What follows belongs to an exercise in optimizing a design on an open flow for small area; a production flow would make more cautious choices.
The RTL was checked by simulation tests, not by an equivalence proof against the original design.
Power and IR drop assume default switching activity.

==> flow/design.v, too long to show whole: its modules and the start of the top module <==
// module top: 1948 lines
module  top (clk,reset,data1,data2,data3,data4,data5,data6,data7,data8,data9,data10,data11,data12,data13,data14,data15,data16,data17,data18,data19,data20,
	dataen1,dataen2,dataen3,dataen4,dataen5,dataen6,dataen7,dataen8,dataen9,dataen10,dataen11,dataen12,dataen13,dataen14,dataen15,dataen16,dataen17,dataen18,dataen19,dataen20,
	datao1,datao2,datao3,datao4,datao5,datao6,datao7,datao8,datao9,datao10,datao11,datao12,datao13,datao14,datao15,datao16,datao17,datao18,datao19,datao20);
  // ...
==> flow/flow/run.sh <==
#!/bin/bash
# The standard layout (standard.sh) with two changes:
#  - every input and output port is buffered by a sky130_fd_sc_hd__buf_1
#    (buffer_ports otherwise picks clkdlybuf4s50_1, 2.7x larger);
#  - synthesis maps with an area-oriented ABC script (flow/synth_area.tcl, flow/area.abc).
set -euo pipefail
export BUFFER_PORTS_ARGS="-buffer_cell sky130_fd_sc_hd__buf_1"
work=$(pwd)
sed "s#SYNTH_SCRIPT=[^ ]*#SYNTH_SCRIPT=$work/flow/synth_area.tcl#" standard.sh > flow_standard.sh
bash flow_standard.sh > standard.log 2>&1
==> flow/flow/area.abc <==
&get -n
&st
&dch
&nf -R 1000 -E 10
&put
&get -n
&st
&dch
&nf -R 1000 -E 10
&put
==> flow/flow/synth_area.tcl <==
# The standard flow's synthesis script (synth_recipe.tcl, in the work folder) unchanged, except that
# ABC's technology mapping uses the area-oriented script area.abc beside this file.
set ::area_abc_script [file join [file dirname [file normalize [info script]]] area.abc]
proc abc {args} {
  set i [lsearch -exact $args -script]
  if { $i >= 0 } {
    lset args [expr { $i + 1 }] $::area_abc_script
  }
  yosys abc {*}$args
}
source [file join [file dirname [file dirname [file normalize [info script]]]] synth_recipe.tcl]
==> flow/standard.sh <==
#!/bin/bash
# synth_recipe.tcl (not shown) runs the flow's synth.tcl, then flattens the netlist and writes it again
# the make line also repeats each setting of config.mk as NAME=value (left out here)
make -C /OpenROAD-flow-scripts/flow DESIGN_CONFIG=/design/flow/config.mk WORK_HOME=/design/flow/orfs CLKGATE_MAP_FILE= SYNTH_SCRIPT=/design/flow/synth_recipe.tcl "${@:-finish}"
==> flow/config.mk <==
export PLATFORM = sky130hd
export DESIGN_NAME = top
export DESIGN_NICKNAME = top
export VERILOG_FILES = /design/flow/design.v
export SDC_FILE = /design/flow/constraint.sdc
export NUM_CORES = 8
export LEC_CHECK = 0
export CAP_MARGIN = 35
export CELL_PAD_IN_SITES_DETAIL_PLACEMENT = 0
export CELL_PAD_IN_SITES_GLOBAL_PLACEMENT = 0
export CORE_MARGIN = 2
export CORE_UTILIZATION = 75
export CTS_BUF_LIST = sky130_fd_sc_hd__clkbuf_16
export CTS_CLUSTER_DIAMETER = 80
export CTS_CLUSTER_SIZE = 22
export PLACE_DENSITY = 0.85
export SLEW_MARGIN = 35
==> flow/constraint.sdc <==
create_clock -name core_clock -period 8.0 [get_ports {clk}]
set_input_delay 1.6000 -clock core_clock [delete_from_list [all_inputs] [get_ports {clk}]]
set_output_delay 1.6000 -clock core_clock [all_outputs]
set_load 0.01 [all_outputs]
==> results.json, run 1 <==
{
  "cp.required_ns": 8.68,
  "num_rows": 142,
  "cts_resized": 0,
  "ant_nets": 0,
  "syn_inst": 7475,
  "use_met2_pct": 80.23,
  "groute.usage.overall_pct": 58.34,
  "clk_pin_slew_worst_paths_ns": 0.09,
  "ys_top_cells_by_area": "edfxtp_1, dfrtp_1, a222oi_1",
  "setup_violations": 0,
  "cts_sinks": 3027,
  "tightest_slew_ns": 1.172,
  "pg_clk_mw": 8.81,
  "slew_viol_final": 0,
  "critPathSlowestCell": "a221o_1",
  "buf_share_pct": 4.886,
  "synthSimpleGateAreaFrac_pct": 7.613,
  "synth-adder-area-share_pct": 0.02213,
  "comb_power_share_pct": 23.1,
  "status": "finished clean",
  "first_global_vias": 81458,
  "gr-total-overflow": 0,
  "place_ws_ns": 2.339,
  "ys_async_sr_fraction_pct": 29.80,
  "syn_area_um2": 113100,
  "synth-edff-count": 2125,
  "busiest_layer": "met2",
  "clockNetworkAreaShare_pct": 3.664
}
==> run 2, diff against run 1 <==
--- a/flow/design.v
+++ b/flow/design.v
@@ -594,45 +594,43 @@
 wire l21_4_1 = v21_4 & ((~(a21_4[6:3] == 4'd1) & ((4'd1 >= a21_4[6:3]))));
 wire l21_4_2 = v21_4 & (((a21_4[6:3] == 4'd1) & ((7'd1 < a21_4))));
 wire l21_4_3 = v21_4 & ((~(a21_4[6:3] == 4'd1) & ((4'd1 < a21_4[6:3]))));
 wire f21_1 = v21_1;
 wire f21_2 = v21_2 & ~v21_1;
 wire f21_3 = v21_3 & ~v21_1 & ~v21_2;
 wire f21_4 = v21_4 & ~v21_1 & ~v21_2 & ~v21_3;
 wire any21 = v21_1 | v21_2 | v21_3 | v21_4;
-wire [24:0] bus21_p = (({25{f21_1}} & p21_1) | ({25{f21_2}} & p21_2) | ({25{f21_3}} & p21_3) | ({25{f21_4}} & p21_4));
-wire [6:0] bus21_a = (({7{f21_1}} & a21_1) | ({7{f21_2}} & a21_2) | ({7{f21_3}} & a21_3) | ({7{f21_4}} & a21_4));
 wire ld21_1 = (f21_3 & l21_3_1) | (f21_4 & l21_4_1);
-wire [24:0] d21_1_p = bus21_p;
-wire [6:0] d21_1_a = bus21_a;
+wire [24:0] d21_1_p = (({25{f21_3 & l21_3_1}} & p21_3) | ({25{f21_4 & l21_4_1}} & p21_4));
+wire [6:0] d21_1_a = (({7{f21_3 & l21_3_1}} & a21_3) | ({7{f21_4 & l21_4_1}} & a21_4));
 always @(posedge clk or negedge reset)
   if (!reset) r_data21out1_a <= 3'd0;
   else if (ld21_1) r_data21out1_a <= {d21_1_a[2],d21_1_a[1],d21_1_a[0]};
   else if (!any21) r_data21out1_a <= 3'd0;
 always @(posedge clk)
-  if (ld21_1) r_data21out1_p <= d21_1_p;
+  r_data21out1_p <= d21_1_p | ({25{~ld21_1}} & r_data21out1_p);
 wire ld21_2 = (f21_2 & l21_2_2) | (f21_3 & l21_3_2) | (f21_4 & l21_4_2);
-wire [24:0] d21_2_p = bus21_p;
-wire [6:0] d21_2_a = bus21_a;
+wire [24:0] d21_2_p = (({25{f21_2 & l21_2_2}} & p21_2) | ({25{f21_3 & l21_3_2}} & p21_3) | ({25{f21_4 & l21_4_2}} & p21_4));
+wire [6:0] d21_2_a = (({7{f21_2 & l21_2_2}} & a21_2) | ({7{f21_3 & l21_3_2}} & a21_3) | ({7{f21_4 & l21_4_2}} & a21_4));
 always @(posedge clk or negedge reset)
   if (!reset) r_data21out2_a <= 4'd0;
   else if (ld21_2) r_data21out2_a <= {d21_2_a[3],d21_2_a[2],d21_2_a[1],d21_2_a[0]};
   else if (!any21) r_data21out2_a <= 4'd0;
 always @(posedge clk)
-  if (ld21_2) r_data21out2_p <= d21_2_p;
+  r_data21out2_p <= d21_2_p | ({25{~ld21_2}} & r_data21out2_p);
 wire ld21_3 = (f21_1 & l21_1_3) | (f21_4 & l21_4_3);
-wire [24:0] d21_3_p = bus21_p;
-wire [6:0] d21_3_a = bus21_a;
+wire [24:0] d21_3_p = (({25{f21_1 & l21_1_3}} & p21_1) | ({25{f21_4 & l21_4_3}} & p21_4));
+wire [6:0] d21_3_a = (({7{f21_1 & l21_1_3}} & a21_1) | ({7{f21_4 & l21_4_3}} & a21_4));
 always @(posedge clk or negedge reset)
   if (!reset) r_data21out3_a <= 7'd0;
   else if (ld21_3) r_data21out3_a <= {d21_3_a[6],d21_3_a[5],d21_3_a[4],d21_3_a[3],d21_3_a[2],d21_3_a[1],d21_3_a[0]};
   else if (!any21) r_data21out3_a <= 7'd0;
 always @(posedge clk)
-  if (ld21_3) r_data21out3_p <= d21_3_p;
+  r_data21out3_p <= d21_3_p | ({25{~ld21_3}} & r_data21out3_p);
 wire ld21_4 = (f21_1 & l21_1_4);
 wire [24:0] d21_4_p = p21_1;
 wire [6:0] d21_4_a = a21_1;
 always @(posedge clk or negedge reset)
   if (!reset) r_datao19_a <= 1'd0;
   else if (ld21_4) r_datao19_a <= {d21_4_a[0]};
   else if (!any21) r_datao19_a <= 1'd0;
 always @(posedge clk or negedge reset)
@@ -754,36 +752,34 @@
 wire [24:0] p23_4 = r_data22out2_p;
 wire v23_4 = |a23_4;
 wire l23_4_2 = v23_4 & (((a23_4[6:3] == 4'd1) & ((7'd3 < a23_4))));
 wire f23_1 = v23_1;
 wire f23_2 = v23_2 & ~v23_1;
 wire f23_3 = v23_3 & ~v23_1 & ~v23_2;
 wire f23_4 = v23_4 & ~v23_1 & ~v23_2 & ~v23_3;
 wire any23 = v23_1 | v23_2 | v23_3 | v23_4;
-wire [24:0] bus23_p = (({25{f23_1}} & p23_1) | ({25{f23_2}} & p23_2) | ({25{f23_3}} & p23_3) | ({25{f23_4}} & p23_4));
-wire [6:0] bus23_a = (({7{f23_1}} & a23_1) | ({7{f23_2}} & a23_2) | ({7{f23_3}} & a23_3) | ({7{f23_4}} & a23_4));
 wire ld23_1 = (f23_3 & l23_3_1);
 wire [24:0] d23_1_p = p23_3;
 wire [6:0] d23_1_a = a23_3;
 always @(posedge clk or negedge reset)
   if (!reset) r_data23out1_a <= 1'd0;
   else if (ld23_1) r_data23out1_a <= {d23_1_a[0]};
   else if (!any23) r_data23out1_a <= 1'd0;
 always @(posedge clk)
   if (ld23_1) r_data23out1_p <= d23_1_p;
 wire ld23_2 = (f23_1 & l23_1_2) | (f23_2 & l23_2_2) | (f23_3 & l23_3_2) | (f23_4 & l23_4_2);
-wire [24:0] d23_2_p = bus23_p;
-wire [6:0] d23_2_a = bus23_a;
+wire [24:0] d23_2_p = (({25{f23_1 & l23_1_2}} & p23_1) | ({25{f23_2 & l23_2_2}} & p23_2) | ({25{f23_3 & l23_3_2}} & p23_3) | ({25{f23_4 & l23_4_2}} & p23_4));
+wire [6:0] d23_2_a = (({7{f23_1 & l23_1_2}} & a23_1) | ({7{f23_2 & l23_2_2}} & a23_2) | ({7{f23_3 & l23_3_2}} & a23_3) | ({7{f23_4 & l23_4_2}} & a23_4));
 always @(posedge clk or negedge reset)
   if (!reset) r_data23out2_a <= 4'd0;
   else if (ld23_2) r_data23out2_a <= {d23_2_a[3],d23_2_a[2],d23_2_a[1],d23_2_a[0]};
   else if (!any23) r_data23out2_a <= 4'd0;
 always @(posedge clk)
-  if (ld23_2) r_data23out2_p <= d23_2_p;
+  r_data23out2_p <= d23_2_p | ({25{~ld23_2}} & r_data23out2_p);
 wire ld23_3 = (f23_1 & l23_1_3);
 wire [24:0] d23_3_p = p23_1;
 wire [6:0] d23_3_a = a23_1;
 always @(posedge clk or negedge reset)
   if (!reset) r_data23out3_a <= 7'd0;
   else if (ld23_3) r_data23out3_a <= {d23_3_a[6],d23_3_a[5],d23_3_a[4],d23_3_a[3],d23_3_a[2],d23_3_a[1],d23_3_a[0]};
   else if (!any23) r_data23out3_a <= 7'd0;
 always @(posedge clk)
@@ -956,36 +952,34 @@
 wire [24:0] p31_4 = {data18[31:25],data18[17:0]};
 wire v31_4 = |a31_4;
 wire l31_4_1 = v31_4 & ((~(a31_4[6:3] == 4'd2) & ((4'd2 >= a31_4[6:3]))));
 wire l31_4_3 = v31_4 & ((~(a31_4[6:3] == 4'd2) & ((4'd2 < a31_4[6:3]))));
 wire f31_1 = v31_1;
 wire f31_3 = v31_3 & ~v31_1;
 wire f31_4 = v31_4 & ~v31_1 & ~v31_3;
 wire any31 = v31_1 | v31_3 | v31_4;
-wire [24:0] bus31_p = (({25{f31_1}} & p31_1) | ({25{f31_3}} & p31_3) | ({25{f31_4}} & p31_4));
-wire [6:0] bus31_a = (({7{f31_1}} & a31_1) | ({7{f31_3}} & a31_3) | ({7{f31_4}} & a31_4));
 wire ld31_1 = (f31_3 & l31_3_1) | (f31_4 & l31_4_1);
-wire [24:0] d31_1_p = bus31_p;
-wire [6:0] d31_1_a = bus31_a;
+wire [24:0] d31_1_p = (({25{f31_3 & l31_3_1}} & p31_3) | ({25{f31_4 & l31_4_1}} & p31_4));
+wire [6:0] d31_1_a = (({7{f31_3 & l31_3_1}} & a31_3) | ({7{f31_4 & l31_4_1}} & a31_4));
 always @(posedge clk or negedge reset)
   if (!reset) r_data31out1_a <= 4'd0;
   else if (ld31_1) r_data31out1_a <= {d31_1_a[3],d31_1_a[2],d31_1_a[1],d31_1_a[0]};
   else if (!any31) r_data31out1_a <= 4'd0;
 always @(posedge clk)
-  if (ld31_1) r_data31out1_p <= d31_1_p;
+  r_data31out1_p <= d31_1_p | ({25{~ld31_1}} & r_data31out1_p);
 wire ld31_3 = (f31_1 & l31_1_3) | (f31_4 & l31_4_3);
-wire [24:0] d31_3_p = bus31_p;
-wire [6:0] d31_3_a = bus31_a;
+wire [24:0] d31_3_p = (({25{f31_1 & l31_1_3}} & p31_1) | ({25{f31_4 & l31_4_3}} & p31_4));
+wire [6:0] d31_3_a = (({7{f31_1 & l31_1_3}} & a31_1) | ({7{f31_4 & l31_4_3}} & a31_4));
 always @(posedge clk or negedge reset)
   if (!reset) r_data31out3_a <= 7'd0;
   else if (ld31_3) r_data31out3_a <= {d31_3_a[6],d31_3_a[5],d31_3_a[4],d31_3_a[3],d31_3_a[2],d31_3_a[1],d31_3_a[0]};
   else if (!any31) r_data31out3_a <= 7'd0;
 always @(posedge clk)
-  if (ld31_3) r_data31out3_p <= d31_3_p;
+  r_data31out3_p <= d31_3_p | ({25{~ld31_3}} & r_data31out3_p);
 wire ld31_4 = (f31_1 & l31_1_4);
 wire [24:0] d31_4_p = p31_1;
 wire [6:0] d31_4_a = a31_1;
 always @(posedge clk or negedge reset)
   if (!reset) r_datao18_a <= 2'd0;
   else if (ld31_4) r_datao18_a <= {d31_4_a[4],d31_4_a[0]};
   else if (!any31) r_datao18_a <= 2'd0;
 always @(posedge clk or negedge reset)
@@ -1009,36 +1003,34 @@
 wire [24:0] p32_4 = r_data31out1_p;
 wire v32_4 = |a32_4;
 wire l32_4_1 = v32_4 & ((~(a32_4[6:3] == 4'd2) & ((4'd2 >= a32_4[6:3]))));
 wire f32_1 = v32_1;
 wire f32_2 = v32_2 & ~v32_1;
 wire f32_3 = v32_3 & ~v32_1 & ~v32_2;
 wire f32_4 = v32_4 & ~v32_1 & ~v32_2 & ~v32_3;
 wire any32 = v32_1 | v32_2 | v32_3 | v32_4;
-wire [24:0] bus32_p = (({25{f32_2}} & p32_2) | ({25{f32_3}} & p32_3) | ({25{f32_4}} & p32_4));
-wire [6:0] bus32_a = (({7{f32_2}} & a32_2) | ({7{f32_3}} & a32_3) | ({7{f32_4}} & a32_4));
 wire ld32_1 = (f32_3 & l32_3_1) | (f32_4 & l32_4_1);
-wire [24:0] d32_1_p = bus32_p;
-wire [6:0] d32_1_a = bus32_a;
+wire [24:0] d32_1_p = (({25{f32_3 & l32_3_1}} & p32_3) | ({25{f32_4 & l32_4_1}} & p32_4));
+wire [6:0] d32_1_a = (({7{f32_3 & l32_3_1}} & a32_3) | ({7{f32_4 & l32_4_1}} & a32_4));
 always @(posedge clk or negedge reset)
   if (!reset) r_data32out1_a <= 4'd0;
   else if (ld32_1) r_data32out1_a <= {d32_1_a[3],d32_1_a[2],d32_1_a[1],d32_1_a[0]};
   else if (!any32) r_data32out1_a <= 4'd0;
 always @(posedge clk)
-  if (ld32_1) r_data32out1_p <= d32_1_p;
+  r_data32out1_p <= d32_1_p | ({25{~ld32_1}} & r_data32out1_p);
 wire ld32_2 = (f32_2 & l32_2_2) | (f32_3 & l32_3_2);
-wire [24:0] d32_2_p = bus32_p;
-wire [6:0] d32_2_a = bus32_a;
+wire [24:0] d32_2_p = (({25{f32_2 & l32_2_2}} & p32_2) | ({25{f32_3 & l32_3_2}} & p32_3));
+wire [6:0] d32_2_a = (({7{f32_2 & l32_2_2}} & a32_2) | ({7{f32_3 & l32_3_2}} & a32_3));
 always @(posedge clk or negedge reset)
   if (!reset) r_data32out2_a <= 3'd0;
   else if (ld32_2) r_data32out2_a <= {d32_2_a[4],d32_2_a[1],d32_2_a[0]};
   else if (!any32) r_data32out2_a <= 3'd0;
 always @(posedge clk)
-  if (ld32_2) r_data32out2_p <= d32_2_p;
+  r_data32out2_p <= d32_2_p | ({25{~ld32_2}} & r_data32out2_p);
 wire ld32_3 = (f32_1 & l32_1_3);
 wire [24:0] d32_3_p = p32_1;
 wire [6:0] d32_3_a = a32_1;
 always @(posedge clk or negedge reset)
   if (!reset) r_data32out3_a <= 5'd0;
   else if (ld32_3) r_data32out3_a <= {d32_3_a[6],d32_3_a[5],d32_3_a[4],d32_3_a[3],d32_3_a[1]};
   else if (!any32) r_data32out3_a <= 5'd0;
 always @(posedge clk)
@@ -1185,36 +1177,34 @@
 wire [24:0] p34_4 = r_data33out2_p;
 wire v34_4 = |a34_4;
 wire l34_4_2 = v34_4 & (((a34_4[6:3] == 4'd2) & ((7'd4 < a34_4))));
 wire f34_1 = v34_1;
 wire f34_2 = v34_2 & ~v34_1;
 wire f34_3 = v34_3 & ~v34_1 & ~v34_2;
 wire f34_4 = v34_4 & ~v34_1 & ~v34_2 & ~v34_3;
 wire any34 = v34_1 | v34_2 | v34_3 | v34_4;
-wire [24:0] bus34_p = (({25{f34_2}} & p34_2) | ({25{f34_3}} & p34_3) | ({25{f34_4}} & p34_4));
-wire [6:0] bus34_a = (({7{f34_2}} & a34_2) | ({7{f34_3}} & a34_3) | ({7{f34_4}} & a34_4));
 wire ld34_1 = (f34_3 & l34_3_1);
 wire [24:0] d34_1_p = p34_3;
 wire [6:0] d34_1_a = a34_3;
 always @(posedge clk or negedge reset)
   if (!reset) r_data34out1_a <= 2'd0;
   else if (ld34_1) r_data34out1_a <= {d34_1_a[3],d34_1_a[2]};
   else if (!any34) r_data34out1_a <= 2'd0;
 always @(posedge clk)
   if (ld34_1) r_data34out1_p <= d34_1_p;
 wire ld34_2 = (f34_2 & l34_2_2) | (f34_3 & l34_3_2) | (f34_4 & l34_4_2);
-wire [24:0] d34_2_p = bus34_p;
-wire [6:0] d34_2_a = bus34_a;
+wire [24:0] d34_2_p = (({25{f34_2 & l34_2_2}} & p34_2) | ({25{f34_3 & l34_3_2}} & p34_3) | ({25{f34_4 & l34_4_2}} & p34_4));
+wire [6:0] d34_2_a = (({7{f34_2 & l34_2_2}} & a34_2) | ({7{f34_3 & l34_3_2}} & a34_3) | ({7{f34_4 & l34_4_2}} & a34_4));
 always @(posedge clk or negedge reset)
   if (!reset) r_data34out2_a <= 4'd0;
   else if (ld34_2) r_data34out2_a <= {d34_2_a[4],d34_2_a[2],d34_2_a[1],d34_2_a[0]};
   else if (!any34) r_data34out2_a <= 4'd0;
 always @(posedge clk)
-  if (ld34_2) r_data34out2_p <= d34_2_p;
+  r_data34out2_p <= d34_2_p | ({25{~ld34_2}} & r_data34out2_p);
 wire ld34_3 = (f34_1 & l34_1_3);
 wire [24:0] d34_3_p = p34_1;
 wire [6:0] d34_3_a = a34_1;
 always @(posedge clk or negedge reset)
   if (!reset) r_data34out3_a <= 5'd0;
   else if (ld34_3) r_data34out3_a <= {d34_3_a[6],d34_3_a[5],d34_3_a[4],d34_3_a[3],d34_3_a[2]};
   else if (!any34) r_data34out3_a <= 5'd0;
 always @(posedge clk)
@@ -1437,36 +1427,34 @@
 wire [6:0] a43_4 = {1'b0,1'b0,r_data42out2_a[3],r_data42out2_a[3],r_data42out2_a[2],r_data42out2_a[1],r_data42out2_a[0]};
 wire [24:0] p43_4 = r_data42out2_p;
 wire v43_4 = |a43_4;
 wire l43_4_2 = v43_4 & (((a43_4[6:3] == 4'd3) & ((7'd3 < a43_4))));
 wire f43_1 = v43_1;
 wire f43_3 = v43_3 & ~v43_1;
 wire f43_4 = v43_4 & ~v43_1 & ~v43_3;
 wire any43 = v43_1 | v43_3 | v43_4;
-wire [24:0] bus43_p = (({25{f43_3}} & p43_3) | ({25{f43_4}} & p43_4));
-wire [6:0] bus43_a = (({7{f43_3}} & a43_3) | ({7{f43_4}} & a43_4));
 wire ld43_1 = (f43_3 & l43_3_1);
 wire [24:0] d43_1_p = p43_3;
 wire [6:0] d43_1_a = a43_3;
 always @(posedge clk or negedge reset)
   if (!reset) r_data43out1_a <= 5'd0;
   else if (ld43_1) r_data43out1_a <= {d43_1_a[4],d43_1_a[3],d43_1_a[2],d43_1_a[1],d43_1_a[0]};
   else if (!any43) r_data43out1_a <= 5'd0;
 always @(posedge clk)
   if (ld43_1) r_data43out1_p <= d43_1_p;
 wire ld43_2 = (f43_3 & l43_3_2) | (f43_4 & l43_4_2);
-wire [24:0] d43_2_p = bus43_p;
-wire [6:0] d43_2_a = bus43_a;
+wire [24:0] d43_2_p = (({25{f43_3 & l43_3_2}} & p43_3) | ({25{f43_4 & l43_4_2}} & p43_4));
+wire [6:0] d43_2_a = (({7{f43_3 & l43_3_2}} & a43_3) | ({7{f43_4 & l43_4_2}} & a43_4));
 always @(posedge clk or negedge reset)
   if (!reset) r_data43out2_a <= 4'd0;
   else if (ld43_2) r_data43out2_a <= {d43_2_a[3],d43_2_a[2],d43_2_a[1],d43_2_a[0]};
   else if (!any43) r_data43out2_a <= 4'd0;
 always @(posedge clk)
-  if (ld43_2) r_data43out2_p <= d43_2_p;
+  r_data43out2_p <= d43_2_p | ({25{~ld43_2}} & r_data43out2_p);
 wire ld43_3 = (f43_1 & l43_1_3);
 wire [24:0] d43_3_p = p43_1;
 wire [6:0] d43_3_a = a43_1;
 always @(posedge clk or negedge reset)
   if (!reset) r_data43out3_a <= 5'd0;
   else if (ld43_3) r_data43out3_a <= {d43_3_a[6],d43_3_a[5],d43_3_a[4],d43_3_a[3],d43_3_a[0]};
   else if (!any43) r_data43out3_a <= 5'd0;
 always @(posedge clk)
@@ -1715,36 +1703,36 @@
 wire [6:0] a52_4 = {1'b0,r_data51out2_a[3],1'b0,1'b0,r_data51out2_a[2],r_data51out2_a[1],r_data51out2_a[0]};
 wire [24:0] p52_4 = r_data51out2_p;
 wire v52_4 = |a52_4;
 wire l52_4_2 = v52_4 & (((a52_4[6:3] == 4'd4) & ((7'd2 < a52_4))));
 wire f52_1 = v52_1;
 wire f52_3 = v52_3 & ~v52_1;
 wire f52_4 = v52_4 & ~v52_1 & ~v52_3;
 wire any52 = v52_1 | v52_3 | v52_4;
-wire [24:0] bus52_p = (({25{f52_1}} & p52_1) | ({25{f52_3}} & p52_3) | ({25{f52_4}} & p52_4));
-wire [6:0] bus52_a = (({7{f52_1}} & a52_1) | ({7{f52_3}} & a52_3) | ({7{f52_4}} & a52_4));
+wire [24:0] bus52_p = (({25{f52_1}} & p52_1) | ({25{f52_3}} & p52_3));
+wire [6:0] bus52_a = (({7{f52_1}} & a52_1) | ({7{f52_3}} & a52_3));
 wire ld52_1 = (f52_3 & l52_3_1);
 wire [24:0] d52_1_p = p52_3;
 wire [6:0] d52_1_a = a52_3;
 always @(posedge clk or negedge reset)
   if (!reset) r_data52out1_a <= 5'd0;
   else if (ld52_1) r_data52out1_a <= {d52_1_a[4],d52_1_a[3],d52_1_a[2],d52_1_a[1],d52_1_a[0]};
   else if (!any52) r_data52out1_a <= 5'd0;
 always @(posedge clk)
   if (ld52_1) r_data52out1_p <= d52_1_p;
 wire ld52_2 = (f52_3 & l52_3_2) | (f52_4 & l52_4_2);
-wire [24:0] d52_2_p = bus52_p;
-wire [6:0] d52_2_a = bus52_a;
+wire [24:0] d52_2_p = (({25{f52_3 & l52_3_2}} & p52_3) | ({25{f52_4 & l52_4_2}} & p52_4));
+wire [6:0] d52_2_a = (({7{f52_3 & l52_3_2}} & a52_3) | ({7{f52_4 & l52_4_2}} & a52_4));
 always @(posedge clk or negedge reset)
   if (!reset) r_data52out2_a <= 4'd0;
   else if (ld52_2) r_data52out2_a <= {d52_2_a[5],d52_2_a[2],d52_2_a[1],d52_2_a[0]};
   else if (!any52) r_data52out2_a <= 4'd0;
 always @(posedge clk)
-  if (ld52_2) r_data52out2_p <= d52_2_p;
+  r_data52out2_p <= d52_2_p | ({25{~ld52_2}} & r_data52out2_p);
 wire ld52_3 = (f52_1 & l52_1_3) | (f52_3 & l52_3_3);
 wire [24:0] d52_3_p = bus52_p;
 wire [6:0] d52_3_a = bus52_a;
 always @(posedge clk or negedge reset)
   if (!reset) r_datao14_a <= 7'd0;
   else if (ld52_3) r_datao14_a <= {d52_3_a[6],d52_3_a[5],d52_3_a[4],d52_3_a[3],d52_3_a[2],d52_3_a[1],d52_3_a[0]};
   else if (!any52) r_datao14_a <= 7'd0;
 always @(posedge clk or negedge reset)
@@ -1764,36 +1752,36 @@
 wire [6:0] a53_4 = {1'b0,r_data52out2_a[3],1'b0,1'b0,r_data52out2_a[2],r_data52out2_a[1],r_data52out2_a[0]};
 wire [24:0] p53_4 = r_data52out2_p;
 wire v53_4 = |a53_4;
 wire l53_4_2 = v53_4 & (((a53_4[6:3] == 4'd4) & ((7'd3 < a53_4))));
 wire f53_1 = v53_1;
 wire f53_3 = v53_3 & ~v53_1;
 wire f53_4 = v53_4 & ~v53_1 & ~v53_3;
 wire any53 = v53_1 | v53_3 | v53_4;
-wire [24:0] bus53_p = (({25{f53_1}} & p53_1) | ({25{f53_3}} & p53_3) | ({25{f53_4}} & p53_4));
-wire [6:0] bus53_a = (({7{f53_1}} & a53_1) | ({7{f53_3}} & a53_3) | ({7{f53_4}} & a53_4));
+wire [24:0] bus53_p = (({25{f53_1}} & p53_1) | ({25{f53_3}} & p53_3));
+wire [6:0] bus53_a = (({7{f53_1}} & a53_1) | ({7{f53_3}} & a53_3));
 wire ld53_1 = (f53_3 & l53_3_1);
 wire [24:0] d53_1_p = p53_3;
 wire [6:0] d53_1_a = a53_3;
 always @(posedge clk or negedge reset)
   if (!reset) r_data53out1_a <= 5'd0;
   else if (ld53_1) r_data53out1_a <= {d53_1_a[4],d53_1_a[3],d53_1_a[2],d53_1_a[1],d53_1_a[0]};
   else if (!any53) r_data53out1_a <= 5'd0;
 always @(posedge clk)
   if (ld53_1) r_data53out1_p <= d53_1_p;
 wire ld53_2 = (f53_3 & l53_3_2) | (f53_4 & l53_4_2);
-wire [24:0] d53_2_p = bus53_p;
-wire [6:0] d53_2_a = bus53_a;
+wire [24:0] d53_2_p = (({25{f53_3 & l53_3_2}} & p53_3) | ({25{f53_4 & l53_4_2}} & p53_4));
+wire [6:0] d53_2_a = (({7{f53_3 & l53_3_2}} & a53_3) | ({7{f53_4 & l53_4_2}} & a53_4));
 always @(posedge clk or negedge reset)
   if (!reset) r_data53out2_a <= 4'd0;
   else if (ld53_2) r_data53out2_a <= {d53_2_a[5],d53_2_a[2],d53_2_a[1],d53_2_a[0]};
   else if (!any53) r_data53out2_a <= 4'd0;
 always @(posedge clk)
-  if (ld53_2) r_data53out2_p <= d53_2_p;
+  r_data53out2_p <= d53_2_p | ({25{~ld53_2}} & r_data53out2_p);
 wire ld53_3 = (f53_1 & l53_1_3) | (f53_3 & l53_3_3);
 wire [24:0] d53_3_p = bus53_p;
 wire [6:0] d53_3_a = bus53_a;
 always @(posedge clk or negedge reset)
   if (!reset) r_datao13_a <= 7'd0;
   else if (ld53_3) r_datao13_a <= {d53_3_a[6],d53_3_a[5],d53_3_a[4],d53_3_a[3],d53_3_a[2],d53_3_a[1],d53_3_a[0]};
   else if (!any53) r_datao13_a <= 7'd0;
 always @(posedge clk or negedge reset)
@@ -1813,36 +1801,36 @@
 wire [6:0] a54_4 = {1'b0,r_data53out2_a[3],1'b0,1'b0,r_data53out2_a[2],r_data53out2_a[1],r_data53out2_a[0]};
 wire [24:0] p54_4 = r_data53out2_p;
 wire v54_4 = |a54_4;
 wire l54_4_2 = v54_4 & (((a54_4[6:3] == 4'd4) & ((7'd4 < a54_4))));
 wire f54_1 = v54_1;
 wire f54_3 = v54_3 & ~v54_1;
 wire f54_4 = v54_4 & ~v54_1 & ~v54_3;
 wire any54 = v54_1 | v54_3 | v54_4;
-wire [24:0] bus54_p = (({25{f54_1}} & p54_1) | ({25{f54_3}} & p54_3) | ({25{f54_4}} & p54_4));
-wire [6:0] bus54_a = (({7{f54_1}} & a54_1) | ({7{f54_3}} & a54_3) | ({7{f54_4}} & a54_4));
+wire [24:0] bus54_p = (({25{f54_1}} & p54_1) | ({25{f54_3}} & p54_3));
+wire [6:0] bus54_a = (({7{f54_1}} & a54_1) | ({7{f54_3}} & a54_3));
 wire ld54_1 = (f54_3 & l54_3_1);
 wire [24:0] d54_1_p = p54_3;
 wire [6:0] d54_1_a = a54_3;
 always @(posedge clk or negedge reset)
   if (!reset) r_data54out1_a <= 5'd0;
   else if (ld54_1) r_data54out1_a <= {d54_1_a[4],d54_1_a[3],d54_1_a[2],d54_1_a[1],d54_1_a[0]};
   else if (!any54) r_data54out1_a <= 5'd0;
 always @(posedge clk)
   if (ld54_1) r_data54out1_p <= d54_1_p;
 wire ld54_2 = (f54_3 & l54_3_2) | (f54_4 & l54_4_2);
-wire [24:0] d54_2_p = bus54_p;
-wire [6:0] d54_2_a = bus54_a;
+wire [24:0] d54_2_p = (({25{f54_3 & l54_3_2}} & p54_3) | ({25{f54_4 & l54_4_2}} & p54_4));
+wire [6:0] d54_2_a = (({7{f54_3 & l54_3_2}} & a54_3) | ({7{f54_4 & l54_4_2}} & a54_4));
 always @(posedge clk or negedge reset)
   if (!reset) r_data54out2_a <= 4'd0;
   else if (ld54_2) r_data54out2_a <= {d54_2_a[5],d54_2_a[2],d54_2_a[1],d54_2_a[0]};
   else if (!any54) r_data54out2_a <= 4'd0;
 always @(posedge clk)
-  if (ld54_2) r_data54out2_p <= d54_2_p;
+  r_data54out2_p <= d54_2_p | ({25{~ld54_2}} & r_data54out2_p);
 wire ld54_3 = (f54_1 & l54_1_3) | (f54_3 & l54_3_3);
 wire [24:0] d54_3_p = bus54_p;
 wire [6:0] d54_3_a = bus54_a;
 always @(posedge clk or negedge reset)
   if (!reset) r_datao12_a <= 7'd0;
   else if (ld54_3) r_datao12_a <= {d54_3_a[6],d54_3_a[5],d54_3_a[4],d54_3_a[3],d54_3_a[2],d54_3_a[1],d54_3_a[0]};
   else if (!any54) r_datao12_a <= 7'd0;
 always @(posedge clk or negedge reset)
==> flow/config.mk (replaced) <==
export PLATFORM = sky130hd
export DESIGN_NAME = top
export DESIGN_NICKNAME = top
export VERILOG_FILES = /design/flow/design.v
export SDC_FILE = /design/flow/constraint.sdc
export NUM_CORES = 8
export LEC_CHECK = 0
export CAP_MARGIN = 35
export CELL_PAD_IN_SITES_DETAIL_PLACEMENT = 0
export CELL_PAD_IN_SITES_GLOBAL_PLACEMENT = 0
export CORE_MARGIN = 2
export CORE_UTILIZATION = 65
export CTS_BUF_LIST = sky130_fd_sc_hd__clkbuf_16
export CTS_CLUSTER_DIAMETER = 80
export CTS_CLUSTER_SIZE = 22
export PLACE_DENSITY = 0.75
export SLEW_MARGIN = 35
==> run 2 against run 1 <==
  * Still clean
  * Sequential share of layout area down 2.5 points
  * Clock skew decreased by 0.0028 ns
  * Global-route usage down 6.0 points
  * Synthesized cell count is 6.8% higher
  * Largest cell class unchanged
  * Largest power group unchanged
==> results.json, run 2 <==
{
  "cts_sinks": 3027,
  "critPathSlowestCell": "a221o_1",
  "rr_worst_depth": 9,
  "layout_commonest_cell": "edfxtp_1",
  "gp_congestion": 1.079,
  "critPathLaunchType": "flop",
  "p_leak_nw": 48.47,
  "final.setup.tns_ns": 0,
  "clock.fmax_mhz": 191.6,
  "drt_iter0_markers": 21955,
  "drc": 0,
  "dieArea_um2": 176400,
  "placed_cell_area_um2": 121700,
  "gr-total-overflow": 0,
  "final_cells": 12074,
  "ant_nets": 0,
  "timing.rr.start": "r_data43out1_a[4]",
  "worstPathCellList": "nor2_1, nor4b_1, nand2b_1, nor4_2, and3_1, and2_0, nor2b_4, a221o_1, buf_4",
  "viasPerCell": 7.508,
  "wl_per_cell_um": 39.02,
  "fp.dieW_um": 420,
  "grt_max_degree": 178,
  "cp.required_ns": 8.67,
  "ys_top_cells_by_area": "edfxtp_1, dfrtp_1, nand2_1",
  "r2r_end": "r_data33out5_p[9]",
  "synth-edff-count": 1800,
  "drt_pass1_iterations": 22,
  "crit_arrival_ns": 5.89,
  "layout_setup_ws_ns": 2.780,
  "fin_crit_ns": 5.220,
  "p_per_area_nw_per_um2": 328.8,
  "yosysMostFrequentCell": "edfxtp_1",
  "layout-drive-gt1-share_pct": 5.832,
  "ir_drop_mv": 0.2713,
  "hold_class": "reg2reg",
  "synth-seq-cells": 3027,
  "total_power_mw": 41.77,
  "drt-total-wl_um": 471200,
  "first_global_vias": 81771,
  "synth_seq_area_share_pct": 73.90,
  "num_rows": 152,
  "insertion_delay_ns": 0.88,
  "whs_ns": 0.4146,
  "synth_top_cell_by_area": "edfxtp_1",
  "ys.flop_type": "edfxtp_1",
  "synth_top_area_share_pct": 48.05,
  "max-cap-violations": 0,
  "crit_type": "reg2reg",
  "port_buffers": 1183,
  "syn_inst": 7982,
  "fin_crit_sh_pct": 65.24,
  "synth_area_per_cell_um2": 14.09,
  "yosysWarnings": 1,
  "final_cell_mix": "edfxtp_1, nand2_1, buf_1",
  "cp_top_family": "simple AND/OR/NAND/NOR gates",
  "setup_violations": 0,
  "synth_common_cells": "edfxtp_1, nand2_1, dfrtp_1, a222oi_1, a22o_1",
  "cp_max_fo": 25,
  "min_from": "r_data33out3_p[5]",
  "max_stage_delay_ns": 0.96,
  "dpl.hpwl_um": 344400,
  "post-cts-setup-buffers": 0,
  "die_y_um": 420,
  "start_util_pct": 65.50,
  "cts_root_buf": "clkbuf_16",
  "cts_buffer_depth": 3,
  "cts_tree": "yes",
  "postLayoutCoreUtil_pct": 73.98,
  "clk_pin_slew_worst_paths_ns": 0.09,
  "slew_viol_final": 0,
  "maxSlewHeadroom_pct": 28.16,
  "synth_cell_types": 65,
  "groute.usage.overall_pct": 52.37,
  "status": "finished clean",
  "dp_cells": 11656,
  "cp_num_buf_inv": 1,
  "ys_async_sr_fraction_pct": 29.80,
  "cts_buffers": 160,
  "rrSetupSlack_ns": 2.78,
  "io_pins": 1302,
  "final_cell_area_um2": 127000,
  "syn_area_um2": 112500,
  "coreArea_um2": 171700,
  "nets": 10183,
  "grt_pass1_wl_um": 631000,
  "place_ws_ns": 2.499,
  "finalHoldViolCount": 0,
  "hold_end": "r_data43out3_p[5]",
  "hold_path_depth": 0,
  "worst_setup_path_end_kind": "flop",
  "hold_buffers": 0,
  "cp_num_cells": 9,
  "syn2layout_area_growth_pct": 12.95,
  "vias": 90654,
  "cts_resized": 0,
  "htreeDepth": 4,
  "rsz0062_at_grt": "false",
  "finClkSkew_ns": 0.03448,
  "antenna_found_initial": 76,
  "tightest_slew_ns": 1.077
}
==> run 2: power by group <==
group	internal [mW]	total (mW)	leakage [nW]	switching, mW
logic	2.98	9.40	14.9	6.42
registers	20.1	23.3	30.8	3.17
clock network	3.91	9.05	2.75	5.14
total	27.0	41.8	48.5	14.7
==> run 2: worst max-delay path by stage <==
stage,start,endpoint,slack (ns)
floorplan,data2[22],r_datao2_p[0],0.22
global placement,data5[21],r_datao5_p[6],2.33
detailed placement,data1[21],r_datao1_p[10],2.50
CTS,r_data12out3_a[4],r_data22out8_p[10],2.65
global route,r_data43out1_a[4],r_data33out5_p[9],2.62
finish,r_data43out1_a[4],r_data33out5_p[9],2.78
==> run 2: final cells by class <==
class | count | area (um2)
Fill cell | 11056 | 44690
Multi-Input combinational cell | 4768 | 29010
Tap cell | 2310 | 2890
Clock buffer | 166 | 4154
Antenna cell | 110 | 275.3
Sequential cell | 3027 | 83130
Timing Repair Buffer | 1390 | 6230
Inverter | 172 | 673.1
Clock inverter | 131 | 680.7
==> run 2: cell families (layout without fill, tap and decap cells) <==
group	after synthesis	after routing	share of synthesized area (%)
fa+ha+maj	2	2	0.02224
compound gates	2105	2105	15.12
mux	1	1	0.008899
simple gates	2562	2562	9.623
buf+inv	284	1859	1.321
flops	3027	3027	73.90
other cells	1	208	0.003334
==> run 2: metal layers <==
layer  routed length (um)  GRT usage, %  share of wire [%]
met2               197300         73.21                 42
met4                49810         42.80                 11
met3                79820         19.94                 17
met1               143700         64.95                 30
met5                  526         1.223               0.11

## afterwards: timing with drivers on the ports
No port has a modelled driver above. Below, the same layouts with a new extraction and two added sets of constraints. Step 1 sets driving cells, clkbuf_16 on the clock port and buf_2 on the other inputs (assumed; they add their load-dependent delay and slew). Step 2, shift: input delay + t, output delay - t, t = (earliest + latest rising clock arrival at the registers) / 2. This alone moves slack from input paths to output paths. Three values: no drivers, after step 1, after step 2; two values: the first two.
run | t, ns | slack for setup (ns) | worst slew at a driven data input, ns | pins driven straight from the clock port
run 1 | 0.965 | 2.708 / 2.708 / 2.351 | 0.24 | 1
run 2 | 0.959 | 2.780 / 2.780 / 2.228 | 0.18 | 1
After both steps every run listed still meets setup and hold. For run 2, which loses most, drivers alone change the setup slack by 0.000 ns; drivers and shift together by -0.552 ns.
